This design comes from an exercise in tuning for small area on the open sky130 flow, not from production work.
Where RTL was checked, it was by simulation tests only, not by an equivalence proof against the original.
Power is estimated from default activity; no workload was simulated.

job 103:
Design tamagotchi_top, start of the top module:
module tamagotchi_top (
    input        clk,
    input        reset,        
    input        btn_salud,    
    input        btn_ali,      
    input        btn_reset,    
    input        btn_test,     
    input        ult,          
    input        gyro,         
    output       rs,
    output       rw,
    output       enable,
    output [7:0] data,
    output [6:0] seg_display,
    output       clk_out,
    output       an,
    output       tstled
);
    reg [4:0] div;
    always @(posedge clk) begin
        if (!reset) div <= 5'd0;
        else        div <= div + 5'd1;
    end
    assign clk_out = div[4];
    assign enable  = div[2];
    wire lcd_tick = (div[2:0] == 3'b011);
    wire [3:0] display_out;
    wire [1:0] display_out2;
    tamagotchi_fsm U_tamagotchi (
        .clk(clk),
        .reset(reset),
        .div(div),
        .btn_salud(btn_salud),
        .btn_ali(btn_ali),
        .ult(ult),
        .gyro(gyro),
        .btn_reset(btn_reset),
        .btn_test(btn_test),
        .display_out(display_out),
        .display_out2(display_out2),
        .seg_display(seg_display),
        .an(an),
        .tstled(tstled)
    );
    bucleEspera U_bucleEspera (
        .clk(clk),
        .reset(reset),
        .tick(lcd_tick),
        .select_figures(display_out),
        .sleep(display_out2),
        .rs(rs),
        .rw(rw),
        .data(data)
    );
endmodule
Size: roughly 29 I/O pins, about 0.0054 mm2 of cells after synthesis.
clock: 10.0 ns
lec_check: 0
abc_area: 1
cap_margin: 20
core_margin: 2
core_utilization: 40
slew_margin: 20
standard.sh (not shown) runs the stock make flow with config.mk's settings and CLKGATE_MAP_FILE= SYNTH_SCRIPT=/design/flow/synth_recipe.tcl, a recipe that flattens the netlist after the stock synthesis.
==> flow/flow/run.sh <==
#!/bin/bash
# Layout: the standard ORFS flow, with three changes:
#  1. after the standard synthesis, the combinational logic between the
#     registers is re-optimised and re-mapped with Yosys/ABC (&deepsyn with
#     a few seeds, then amap; the smallest result is kept). The registers
#     (names and cells) are left exactly as the standard synthesis made
#     them, and a new netlist is used only if Yosys proves it equivalent to
#     the standard one (otherwise the standard one is kept);
#  2. the port buffers are buf_1 cells;
#  3. the clock tree is built of clkbuf_8 cells, without dummy loads.
# Each tool writes its full output to a log here: synth.log, remap_<seed>.log,
# equiv_<seed>.log, flow.log, and ORFS's per-step logs under orfs/logs/.
set -euo pipefail
W=$(pwd)
YOSYS=$FLOW_HOME/../tools/install/yosys/bin/yosys
LIB=$FLOW_HOME/platforms/sky130hd/lib/sky130_fd_sc_hd__tt_025C_1v80.lib
R=$W/orfs/results/sky130hd/tamagotchi_top/base

bash standard.sh synth > synth.log 2>&1
cp $R/1_2_yosys.v $W/std_netlist.v

DU="-dont_use *probe* -dont_use *lpflow* -dont_use *clkbuf* -dont_use *dly* -dont_use *buf_* -dont_use *sdf* -dont_use *edf* -dont_use *df* -dont_use *dl*"
remap() {   # remap SEED: writes remap_SEED.v and remap_SEED.area if it is proven equivalent
  local S=$1
  printf 'strash\n&get -n\n&deepsyn -T 120 -S %s\n&put\ndch -f\namap\n' $S > $W/remap_$S.abc
  $YOSYS -l remap_$S.log -p "read_liberty -ignore_miss_func -ignore_miss_dir $LIB; \
    blackbox sky130_fd_sc_hd__dfxtp_1 sky130_fd_sc_hd__dfxtp_2 sky130_fd_sc_hd__dfxtp_4 sky130_fd_sc_hd__edfxtp_1 sky130_fd_sc_hd__conb_1; \
    read_verilog $W/std_netlist.v; hierarchy -top $FLOW_TOP; flatten; opt -purge; \
    abc -liberty $LIB $DU -script $W/remap_$S.abc; opt_clean -purge; \
    hilomap -singleton -hicell sky130_fd_sc_hd__conb_1 HI -locell sky130_fd_sc_hd__conb_1 LO; \
    insbuf -buf sky130_fd_sc_hd__buf_1 A X; splitnets; opt_clean -purge; \
    write_verilog -noattr -noexpr -nohex -nodec $W/remap_$S.v; \
    tee -o $W/remap_$S.stat stat -liberty $LIB" > /dev/null 2>&1 || return 0
  grep -q "assign" $W/remap_$S.v && return 0
  $YOSYS -l equiv_$S.log -p "read_liberty -ignore_miss_func -ignore_miss_dir $LIB; \
    read_verilog $W/std_netlist.v; rename $FLOW_TOP gold; read_verilog $W/remap_$S.v; rename $FLOW_TOP gate; \
    flatten gold gate; techmap; opt_clean; async2sync; equiv_make gold gate eq; hierarchy -top eq; \
    equiv_simple -seq 2; equiv_induct -seq 2; equiv_status -assert" > /dev/null 2>&1 || return 0
  grep "Chip area" $W/remap_$S.stat | awk '{print $NF}' > $W/remap_$S.area
}
for S in 1 2 3 4; do remap $S & done
wait

BEST=""; BESTA=""
for S in 1 2 3 4; do
  if [[ -s $W/remap_$S.area ]]; then
    A=$(cat $W/remap_$S.area)
    if [[ -z "$BEST" ]] || awk "BEGIN{exit !($A < $BESTA)}"; then BEST=$S; BESTA=$A; fi
  fi
done
if [[ -n "$BEST" ]]; then
  echo "remapped netlist used: seed $BEST, area $BESTA" > remap_result.txt
  cp $W/remap_$BEST.v $R/1_2_yosys.v
  rm -f $R/1_synth.odb $R/1_synth.sdc
else
  echo "standard netlist kept" > remap_result.txt
fi

bash standard.sh \
  "BUFFER_PORTS_ARGS=-buffer_cell sky130_fd_sc_hd__buf_1" \
  "CTS_ARGS=-sink_clustering_enable -repair_clock_nets -buf_list sky130_fd_sc_hd__clkbuf_8 -root_buf sky130_fd_sc_hd__clkbuf_8 -sink_clustering_size 32 -sink_clustering_max_diameter 100 -dont_use_dummy_load" \
  finish > flow.log 2>&1
Having completed the whole flow, job 103 delivered a layout that passed the timing, design-rule and antenna checks.
> inputs changed (job 103 -> job 104)
--- a/flow/flow/run.sh
+++ b/flow/flow/run.sh
@@ -60,3 +60,3 @@
   "BUFFER_PORTS_ARGS=-buffer_cell sky130_fd_sc_hd__buf_1" \
-  "CTS_ARGS=-sink_clustering_enable -repair_clock_nets -buf_list sky130_fd_sc_hd__clkbuf_8 -root_buf sky130_fd_sc_hd__clkbuf_8 -sink_clustering_size 32 -sink_clustering_max_diameter 100 -dont_use_dummy_load" \
+  "CTS_ARGS=-sink_clustering_enable -repair_clock_nets -buf_list sky130_fd_sc_hd__clkbuf_8 -root_buf sky130_fd_sc_hd__clkbuf_8 -sink_clustering_size 20 -sink_clustering_max_diameter 60 -dont_use_dummy_load" \
   finish > flow.log 2>&1
### Flow results
- Taking job 103 as the reference, in job 104 number of gates resized after CTS barely changed, multi-input combinational cell count flat.
- The fraction of power consumed by the clock network on job 103 is in line with that on job 104.
- Reported for job 104 and job 103, wire length turned out identical to the last digit.
- Job 103 -> job 104: core utilization delta 0, exact match
- Maximum achievable frequency came out exactly the same in job 104 and job 103.
- Hold slack: job 103 vs job 104 — no meaningful difference


## north
Another version of the RTL of tamagotchi_top (not shown whole).
Size: ~1000 cells after synthesis, ~29 I/O pins, about 0.0074 mm^2 of cells after synthesis.
clock: 10.0 ns
lec_check: 0
cap_margin: 20
core_margin: 2
core_utilization: 40
slew_margin: 20
==> flow/flow/run.sh <==
#!/bin/bash
# Layout: the standard ORFS flow, with the port buffers made of buf_1
# cells, a clock tree of clkbuf_8 cells without dummy loads, and power
# recovery (downsizing of non-critical cells) after CTS.
set -euo pipefail
bash standard.sh \
  "BUFFER_PORTS_ARGS=-buffer_cell sky130_fd_sc_hd__buf_1" \
  "CTS_ARGS=-sink_clustering_enable -repair_clock_nets -buf_list sky130_fd_sc_hd__clkbuf_8 -root_buf sky130_fd_sc_hd__clkbuf_8 -sink_clustering_size 20 -sink_clustering_max_diameter 60 -dont_use_dummy_load" \
  RECOVER_POWER=100 \
  finish > flow.log 2>&1
north: flow complete, layout not clean; failing: max-capacitance violations, max-slew violations
Input-level comparison between south and north:
# north
export LEC_CHECK = 0
export CAP_MARGIN = 20
export CORE_MARGIN = 2
export CORE_UTILIZATION = 40
export SLEW_MARGIN = 20
create_clock -name core_clock -period 10.0 [get_ports {clk}]
# south
export LEC_CHECK = 0
export CAP_MARGIN = 20
export CORE_MARGIN = 2
export CORE_UTILIZATION = 65
export SLEW_MARGIN = 20
create_clock -name core_clock -period 10.0 [get_ports {clk}]
==> flow/flow/run.sh <==
#!/bin/bash
# Layout: the standard ORFS flow, with the port buffers made of buf_1
# cells, a clock tree of clkbuf_8 cells without dummy loads, and power
# recovery (downsizing of non-critical cells) after CTS.
set -euo pipefail
bash standard.sh \
  "BUFFER_PORTS_ARGS=-buffer_cell sky130_fd_sc_hd__buf_1" \
  "CTS_ARGS=-sink_clustering_enable -repair_clock_nets -buf_list sky130_fd_sc_hd__clkbuf_8 -root_buf sky130_fd_sc_hd__clkbuf_8 -sink_clustering_size 14 -sink_clustering_max_diameter 50 -dont_use_dummy_load" \
  RECOVER_POWER=100 \
  finish > flow.log 2>&1
In south the implementation ran to completion but is not tape-out ready, as the final checks report max-capacitance violations, max-slew violations. north → south: placed wire-length estimate decreased by about 4.5% relative to the old numbers; via count increased by about 4% relative to the old numbers; peak ir drop on the vdd network increased by 72% relative to the old numbers; well tap count decreased by 89 relative to the old numbers. Against north, south comes in 34% higher on detailed router's first-iteration violation count.
No functional check of the RTL was part of any run of this note.


== build 27 ==
tamagotchi_top, a different RTL version from the one above (not shown whole).
Size: ~740 cells after synthesis, ~29 I/O pins, about 0.0052 sq mm of cells after synthesis.
clock: 10.0 ns
lec_check: 0
abc_area: 1
cap_margin: 20
core_margin: 2
core_utilization: 40
slew_margin: 20
==> flow/flow/run.sh <==
#!/bin/bash
# Layout: the standard ORFS flow, with three changes:
#  1. after the standard synthesis, the combinational logic between the
#     registers is re-optimised and re-mapped with Yosys/ABC (&deepsyn with
#     eight seeds, then amap, and a second pass from the best of those;
#     the smallest result is kept). The registers
#     (names and cells) are left exactly as the standard synthesis made
#     them, and a new netlist is used only if Yosys proves it equivalent to
#     the standard one (otherwise the standard one is kept);
#  2. the port buffers are buf_1 cells;
#  3. the clock tree is built of clkbuf_8 cells, without dummy loads.
# Each tool writes its full output to a log here: synth.log, remap_<seed>.log,
# equiv_<seed>.log, flow.log, and ORFS's per-step logs under orfs/logs/.
set -euo pipefail
W=$(pwd)
YOSYS=$FLOW_HOME/../tools/install/yosys/bin/yosys
LIB=$FLOW_HOME/platforms/sky130hd/lib/sky130_fd_sc_hd__tt_025C_1v80.lib
R=$W/orfs/results/sky130hd/tamagotchi_top/base

bash standard.sh synth > synth.log 2>&1
cp $R/1_2_yosys.v $W/std_netlist.v

DU="-dont_use *probe* -dont_use *lpflow* -dont_use *clkbuf* -dont_use *dly* -dont_use *buf_* -dont_use *sdf* -dont_use *edf* -dont_use *df* -dont_use *dl*"
remap() {   # remap SEED INPUT: writes remap_SEED.v and remap_SEED.area if it is proven equivalent
  local S=$1 IN=$2
  printf 'strash\n&get -n\n&deepsyn -T 150 -S %s\n&put\ndch -f\namap\n' $S > $W/remap_$S.abc
  $YOSYS -l remap_$S.log -p "read_liberty -ignore_miss_func -ignore_miss_dir $LIB; \
    blackbox sky130_fd_sc_hd__dfxtp_1 sky130_fd_sc_hd__dfxtp_2 sky130_fd_sc_hd__dfxtp_4 sky130_fd_sc_hd__edfxtp_1 sky130_fd_sc_hd__conb_1; \
    read_verilog $IN; hierarchy -top $FLOW_TOP; flatten; opt -purge; \
    abc -liberty $LIB $DU -script $W/remap_$S.abc; opt_clean -purge; \
    hilomap -singleton -hicell sky130_fd_sc_hd__conb_1 HI -locell sky130_fd_sc_hd__conb_1 LO; \
    insbuf -buf sky130_fd_sc_hd__buf_1 A X; splitnets; opt_clean -purge; \
    write_verilog -noattr -noexpr -nohex -nodec $W/remap_$S.v; \
    tee -o $W/remap_$S.stat stat -liberty $LIB" > /dev/null 2>&1 || return 0
  grep -q "assign" $W/remap_$S.v && return 0
  $YOSYS -l equiv_$S.log -p "read_liberty -ignore_miss_func -ignore_miss_dir $LIB; \
    read_verilog $W/std_netlist.v; rename $FLOW_TOP gold; read_verilog $W/remap_$S.v; rename $FLOW_TOP gate; \
    flatten gold gate; techmap; opt_clean; async2sync; equiv_make gold gate eq; hierarchy -top eq; \
    equiv_simple -seq 2; equiv_induct -seq 2; equiv_status -assert" > /dev/null 2>&1 || return 0
  grep "Chip area" $W/remap_$S.stat | awk '{print $NF}' > $W/remap_$S.area
}
pick() {   # pick SEEDS...: sets BEST/BESTA to the smallest proven result so far
  for S in "$@"; do
    if [[ -s $W/remap_$S.area ]]; then
      A=$(cat $W/remap_$S.area)
      if [[ -z "$BEST" ]] || awk "BEGIN{exit !($A < $BESTA)}"; then BEST=$S; BESTA=$A; fi
    fi
  done
}
BEST=""; BESTA=""
for S in 1 2 3 4; do remap $S $W/std_netlist.v & done
wait
for S in 5 6 7 8; do remap $S $W/std_netlist.v & done
wait
pick 1 2 3 4 5 6 7 8
if [[ -n "$BEST" ]]; then
  cp $W/remap_$BEST.v $W/round1_best.v
  for S in 11 12 13 14; do remap $S $W/round1_best.v & done
  wait
  pick 11 12 13 14
fi
if [[ -n "$BEST" ]]; then
  echo "remapped netlist used: seed $BEST, area $BESTA" > remap_result.txt
  cp $W/remap_$BEST.v $R/1_2_yosys.v
  rm -f $R/1_synth.odb $R/1_synth.sdc
else
  echo "standard netlist kept" > remap_result.txt
fi

bash standard.sh \
  "BUFFER_PORTS_ARGS=-buffer_cell sky130_fd_sc_hd__buf_1" \
  "CTS_ARGS=-sink_clustering_enable -repair_clock_nets -buf_list sky130_fd_sc_hd__clkbuf_8 -root_buf sky130_fd_sc_hd__clkbuf_8 -sink_clustering_size 20 -sink_clustering_max_diameter 60 -dont_use_dummy_load" \
  finish > flow.log 2>&1
Build 27: full flow OK, the timing, design-rule and antenna checks passed
For build 55, these inputs were changed with respect to build 27:
==> flow/flow/run.sh <==
#!/bin/bash
# Layout: the standard ORFS flow, with three changes:
#  1. after the standard synthesis, the combinational logic between the
#     registers is re-optimised and re-mapped with Yosys/ABC (&deepsyn with
#     a few seeds, then amap; the smallest result is kept). The registers
#     (names and cells) are left exactly as the standard synthesis made
#     them, and a new netlist is used only if Yosys proves it equivalent to
#     the standard one (otherwise the standard one is kept);
#  2. the port buffers are buf_1 cells;
#  3. the clock tree is built of clkbuf_4 cells (a clkbuf_8 root), without dummy loads.
# Each tool writes its full output to a log here: synth.log, remap_<seed>.log,
# equiv_<seed>.log, flow.log, and ORFS's per-step logs under orfs/logs/.
set -euo pipefail
W=$(pwd)
YOSYS=$FLOW_HOME/../tools/install/yosys/bin/yosys
LIB=$FLOW_HOME/platforms/sky130hd/lib/sky130_fd_sc_hd__tt_025C_1v80.lib
R=$W/orfs/results/sky130hd/tamagotchi_top/base

bash standard.sh synth > synth.log 2>&1
cp $R/1_2_yosys.v $W/std_netlist.v

DU="-dont_use *probe* -dont_use *lpflow* -dont_use *clkbuf* -dont_use *dly* -dont_use *buf_* -dont_use *sdf* -dont_use *edf* -dont_use *df* -dont_use *dl*"
remap() {   # remap SEED: writes remap_SEED.v and remap_SEED.area if it is proven equivalent
  local S=$1
  printf 'strash\n&get -n\n&deepsyn -T 120 -S %s\n&put\ndch -f\namap\n' $S > $W/remap_$S.abc
  $YOSYS -l remap_$S.log -p "read_liberty -ignore_miss_func -ignore_miss_dir $LIB; \
    blackbox sky130_fd_sc_hd__dfxtp_1 sky130_fd_sc_hd__dfxtp_2 sky130_fd_sc_hd__dfxtp_4 sky130_fd_sc_hd__edfxtp_1 sky130_fd_sc_hd__conb_1; \
    read_verilog $W/std_netlist.v; hierarchy -top $FLOW_TOP; flatten; opt -purge; \
    abc -liberty $LIB $DU -script $W/remap_$S.abc; opt_clean -purge; \
    hilomap -singleton -hicell sky130_fd_sc_hd__conb_1 HI -locell sky130_fd_sc_hd__conb_1 LO; \
    insbuf -buf sky130_fd_sc_hd__buf_1 A X; splitnets; opt_clean -purge; \
    write_verilog -noattr -noexpr -nohex -nodec $W/remap_$S.v; \
    tee -o $W/remap_$S.stat stat -liberty $LIB" > /dev/null 2>&1 || return 0
  grep -q "assign" $W/remap_$S.v && return 0
  $YOSYS -l equiv_$S.log -p "read_liberty -ignore_miss_func -ignore_miss_dir $LIB; \
    read_verilog $W/std_netlist.v; rename $FLOW_TOP gold; read_verilog $W/remap_$S.v; rename $FLOW_TOP gate; \
    flatten gold gate; techmap; opt_clean; async2sync; equiv_make gold gate eq; hierarchy -top eq; \
    equiv_simple -seq 2; equiv_induct -seq 2; equiv_status -assert" > /dev/null 2>&1 || return 0
  grep "Chip area" $W/remap_$S.stat | awk '{print $NF}' > $W/remap_$S.area
}
for S in 1 2 3 4; do remap $S & done
wait

BEST=""; BESTA=""
for S in 1 2 3 4; do
  if [[ -s $W/remap_$S.area ]]; then
    A=$(cat $W/remap_$S.area)
    if [[ -z "$BEST" ]] || awk "BEGIN{exit !($A < $BESTA)}"; then BEST=$S; BESTA=$A; fi
  fi
done
if [[ -n "$BEST" ]]; then
  echo "remapped netlist used: seed $BEST, area $BESTA" > remap_result.txt
  cp $W/remap_$BEST.v $R/1_2_yosys.v
  rm -f $R/1_synth.odb $R/1_synth.sdc
else
  echo "standard netlist kept" > remap_result.txt
fi

bash standard.sh \
  "BUFFER_PORTS_ARGS=-buffer_cell sky130_fd_sc_hd__buf_1" \
  "CTS_ARGS=-sink_clustering_enable -repair_clock_nets -buf_list sky130_fd_sc_hd__clkbuf_4 -root_buf sky130_fd_sc_hd__clkbuf_8 -sink_clustering_size 10 -sink_clustering_max_diameter 40 -dont_use_dummy_load" \
  finish > flow.log 2>&1
==> summary.txt <==
- Taking build 27 as the reference, in build 55 area growth from synthesis to final layout down 0.41 points; power dissipated by switching net loads up 6.5%; largest fanout on the critical path down 1.

## separate check: timing with driven ports
In the flow no input, the clock included, has a driving cell. The finished layouts below were timed again as built, in two steps.
Step 1 sets driving cells, clkbuf_16 on the clock port and buf_2 on the other inputs (assumed; they add their load-dependent delay and slew).
Step 2 times the ports against the registers' clock, not the clock port: input delays grow and output delays shrink by t, the midpoint of the rising clock arrivals with the driver on.
Slacks: no drivers / after step 1 / after step 2; pairs: no drivers / after step 1.
run	t (ns)	slack for setup (ns)	worst hold slack (ns)	worst setup path at the end	cell pins on the clock port's net
job 103	0.393	3.164 / 3.127 / 3.519	0.430 / 0.430 / 0.430	register to output	1
job 104	0.393	3.164 / 3.127 / 3.519	0.430 / 0.430 / 0.430	register to output	1
north	0.406	3.872 / 3.832 / 4.239	0.450 / 0.450 / 0.450	register to output	1
south	0.395	4.080 / 4.044 / 4.068	0.452 / 0.452 / 0.452	input to register	1
build 27	0.388	3.447 / 3.411 / 3.799	0.430 / 0.430 / 0.430	register to output	1
build 55	0.403	3.062 / 3.025 / 3.428	0.441 / 0.441 / 0.441	register to output	1
For south, which loses most, drivers alone change the setup slack by -0.036 ns; drivers and shift together by -0.012 ns.
